From an optimization exercise on the open Yosys and OpenROAD flow, aimed at small area; shortcuts taken in it are not production practice. In this exercise RTL edits were held to simulation tests only and were not proved equivalent to the original. Power and IR drop assume default switching activity.

==> 07-02 <==
==> flow/design.v <==
`timescale 1ns / 1ps
module decoder(
    input [3:0] in,
    output reg [15:0] out
);
    always @ (*) begin
        case (in)
            'b0000: out <= 16'b0000000000000001;
            'b0001: out <= 16'b0000000000000010;
            'b0010: out <= 16'b0000000000000100;
            'b0011: out <= 16'b0000000000001000;
            'b0100: out <= 16'b0000000000010000;
            'b0101: out <= 16'b0000000000100000;
            'b0110: out <= 16'b0000000001000000;
            'b0111: out <= 16'b0000000010000000;
            'b1000: out <= 16'b0000000100000000;
            'b1001: out <= 16'b0000001000000000;
            'b1010: out <= 16'b0000010000000000;
            'b1011: out <= 16'b0000100000000000;
            'b1100: out <= 16'b0001000000000000;
            'b1101: out <= 16'b0010000000000000;
            'b1110: out <= 16'b0100000000000000;
            'b1111: out <= 16'b1000000000000000;
        endcase
    end
endmodule
`timescale 1ns/1ps
module cache_set(
    input clk,                       
    input rst,                       
    input [24:0] tag,                
    input state,                     
    input enable,                    
    output wire hit_out                   
    );
    reg unsigned [3:0] write_ptr;     
    reg unsigned [3:0] read_ptr;      
    reg unsigned [4:0] cache_size;
    integer i;
    reg [24:0] tags [15:0];
    reg valid_bits [15:0];
    reg hit;
    assign hit_out = hit;
    always @ (posedge clk) begin
        if (rst) begin
            cache_size <= 0;     
            read_ptr <= 0;
            write_ptr <= 0;
            hit <= 0;
            for (i = 0; i < 16; i = i + 1)
                valid_bits[i] <= 0;
        end else
            case (state)
            0: begin
                for (i = 0; i < 16; i = i + 1) begin           
                    if (tags[i] == tag && valid_bits[i] == 1 && enable == 1) begin
                        hit <= 1;                        
                    end
                end
            end
            1: begin
                if (enable == 1 && hit == 0) begin
                    if (cache_size == 16) begin
                        tags[read_ptr] <= tag;                   
                        read_ptr <= read_ptr + 1;                
                        write_ptr <= write_ptr + 1;              
                    end else begin 
                        tags[write_ptr] <= tag;          
                        valid_bits[write_ptr] <= 1;      
                        write_ptr <= write_ptr + 1;      
                        cache_size <= cache_size + 1;    
                    end
                end
                hit <= 0;
                end
        endcase
    end
endmodule
`timescale 1ns/1ps
module cache(
    input clk,
    input rst,               
    input [31:0] addr_in,    
    input state,
    output wire hit           
);
    wire [15:0] hit_lines;
    wire [15:0] enable_lines;
    wire [24:0] tag;     
    wire [3:0] index;    
    wire offset;         
    assign offset = addr_in[2:0];
    assign index = addr_in[6:3];
    assign tag = addr_in[31:7];
    assign hit = (hit_lines > 0) ? 1 : 0;    
    decoder enable_decode(.in(index),
                          .out(enable_lines));
    genvar i;
    generate
        for (i = 0; i <= 15; i = i + 1) begin
            cache_set set(.clk(clk),
                          .rst(rst),
                          .tag(tag),                     
                          .enable(enable_lines[i]),      
                          .state(state),                 
                          .hit_out(hit_lines[i]));           
        end
    endgenerate
endmodule
==> flow/run.sh <==
#!/bin/bash
# synth_recipe.tcl (not shown) runs the flow's synth.tcl, then flattens the netlist and writes it again
# the make line also repeats each setting of config.mk as NAME=value (left out here)
make -C /OpenROAD-flow-scripts/flow DESIGN_CONFIG=/design/flow/config.mk WORK_HOME=/design/flow/orfs CLKGATE_MAP_FILE= SYNTH_SCRIPT=/design/flow/synth_recipe.tcl finish
==> flow/config.mk <==
export PLATFORM = sky130hd
export DESIGN_NAME = cache
export DESIGN_NICKNAME = cache
export VERILOG_FILES = /design/flow/design.v
export SDC_FILE = /design/flow/constraint.sdc
export NUM_CORES = 4
export LEC_CHECK = 0
export CAP_MARGIN = 20
export CORE_MARGIN = 2
export CORE_UTILIZATION = 50
export CTS_CLUSTER_DIAMETER = 70
export CTS_CLUSTER_SIZE = 30
export SLEW_MARGIN = 20
==> flow/constraint.sdc <==
create_clock -name core_clock -period 10.0 [get_ports {clk}]
set_input_delay 2.0000 -clock core_clock [delete_from_list [all_inputs] [get_ports {clk}]]
set_output_delay 2.0000 -clock core_clock [all_outputs]
set_load 0.01 [all_outputs]
==> 11-25 (differences from 07-02) <==
Settings changed: CTS_CLUSTER_DIAMETER 70 to unset, CTS_CLUSTER_SIZE 30 to unset.
==> flow_summary.html <==
<table>
<tr><th>Metric</th><th>Value</th></tr>
<tr><th colspan="2">Layout</th></tr>
<tr><td>Area of all placed cells without fillers</td><td>319000 um^2</td></tr>
<tr><td>Final-layout fill cell count</td><td>46100</td></tr>
<tr><td>Number of diodes</td><td>6</td></tr>
<tr><td>Net count reported at finish</td><td>19300</td></tr>
<tr><td>Register fraction of the total cell area</td><td>0.632</td></tr>
<tr><th colspan="2">Timing</th></tr>
<tr><td>Largest clock skew in the final design</td><td>0.0686 ns</td></tr>
<tr><td>Actual slew at the worst max-slew pin</td><td>1.20 ns</td></tr>
<tr><td>Max Fclk</td><td>167 MHz</td></tr>
<tr><td>Final period utilization</td><td>0.598</td></tr>
<tr><th colspan="2">Pwr</th></tr>
<tr><td>Pint</td><td>42.0 mW</td></tr>
<tr><td>Sequential share of power</td><td>0.565</td></tr>
<tr><td>Combinational gate power</td><td>2.97 mW</td></tr>
<tr><td>Maximum vdd ir drop</td><td>0.142 mV</td></tr>
<tr><td>Clk pwr</td><td>21.2 mW</td></tr>
<tr><th colspan="2">CTS</th></tr>
<tr><td>Clock latency on the worst-skew pair</td><td>1.07 ns</td></tr>
<tr><th colspan="2">Drt</th></tr>
<tr><td>Via density per instance</td><td>5.43</td></tr>
<tr><td>Vias after detailed routing</td><td>148000</td></tr>
<tr><td>Total wirelength of the detailed-routed design</td><td>662000 um</td></tr>
<tr><th colspan="2">Outcome</th></tr>
<tr><td>Result of the run</td><td>finished clean</td></tr>
<tr><th colspan="2">Critical path</th></tr>
<tr><td>Register-to-register setup slack</td><td>6.00 ns</td></tr>
<tr><th colspan="2">GRT</th></tr>
<tr><td>First-pass GRT wire length</td><td>986000 um</td></tr>
</table>
-- figures above: 07-02

==> flow_summary.html <==
<table>
<tr><th>Metric</th><th>Value</th></tr>
<tr><th colspan="2">Outcome</th></tr>
<tr><td>Result of the run</td><td>finished clean</td></tr>
<tr><th colspan="2">GRT</th></tr>
<tr><td>First-pass GRT wire length</td><td>997000 um</td></tr>
<tr><th colspan="2">Layout</th></tr>
<tr><td>Net count reported at finish</td><td>19500</td></tr>
<tr><td>Number of diodes</td><td>5</td></tr>
<tr><td>Register fraction of the total cell area</td><td>0.621</td></tr>
<tr><td>Area of all placed cells without fillers</td><td>325000 um^2</td></tr>
<tr><th colspan="2">Timing</th></tr>
<tr><td>Actual slew at the worst max-slew pin</td><td>1.22 ns</td></tr>
<tr><td>Max Fclk</td><td>168 MHz</td></tr>
<tr><td>Final period utilization</td><td>0.595</td></tr>
<tr><th colspan="2">CTS</th></tr>
<tr><td>Clock latency on the worst-skew pair</td><td>1.13 ns</td></tr>
<tr><th colspan="2">Drt</th></tr>
<tr><td>Total wirelength of the detailed-routed design</td><td>669000 um</td></tr>
<tr><td>Vias after detailed routing</td><td>150000</td></tr>
<tr><th colspan="2">Pwr</th></tr>
<tr><td>Combinational gate power</td><td>2.98 mW</td></tr>
<tr><th colspan="2">Critical path</th></tr>
<tr><td>Register-to-register setup slack</td><td>5.89 ns</td></tr>
</table>
-- figures above: 11-25

port drivers added, routing unchanged:
In the flow no input, the clock included, has a driving cell. The finished layouts below were timed again as built, in two steps.
Step 1 (the two cells are an assumption about what drives the block):
set clk [get_ports {clk}]
set_driving_cell -lib_cell sky130_fd_sc_hd__clkbuf_16 $clk
set_driving_cell -lib_cell sky130_fd_sc_hd__buf_2 [delete_from_list [all_inputs] $clk]
Step 2 also shifts input and output timing later by t, the mid clock arrival at the registers, as if the neighbouring blocks saw the same clock.
Three values: ideal ports, drivers, drivers and shift; two values: the first two.
| run | t, ns | setup slack, ns | hold WS [ns] | latest minus earliest clock arrival (ns) |
|---|---|---|---|---|
| 07-02 | 1.163 | 4.022 / 3.899 / 3.060 | 0.474 / 0.474 / 0.474 | 0.078 / 0.078 |
| 11-25 | 1.228 | 4.051 / 3.929 / 2.962 | 0.472 / 0.472 / 0.472 | 0.054 / 0.053 |
After both steps setup and hold are still met in every run listed. For 11-25, which loses most, drivers alone change the setup slack by -0.122 ns; drivers and shift together by -1.089 ns.
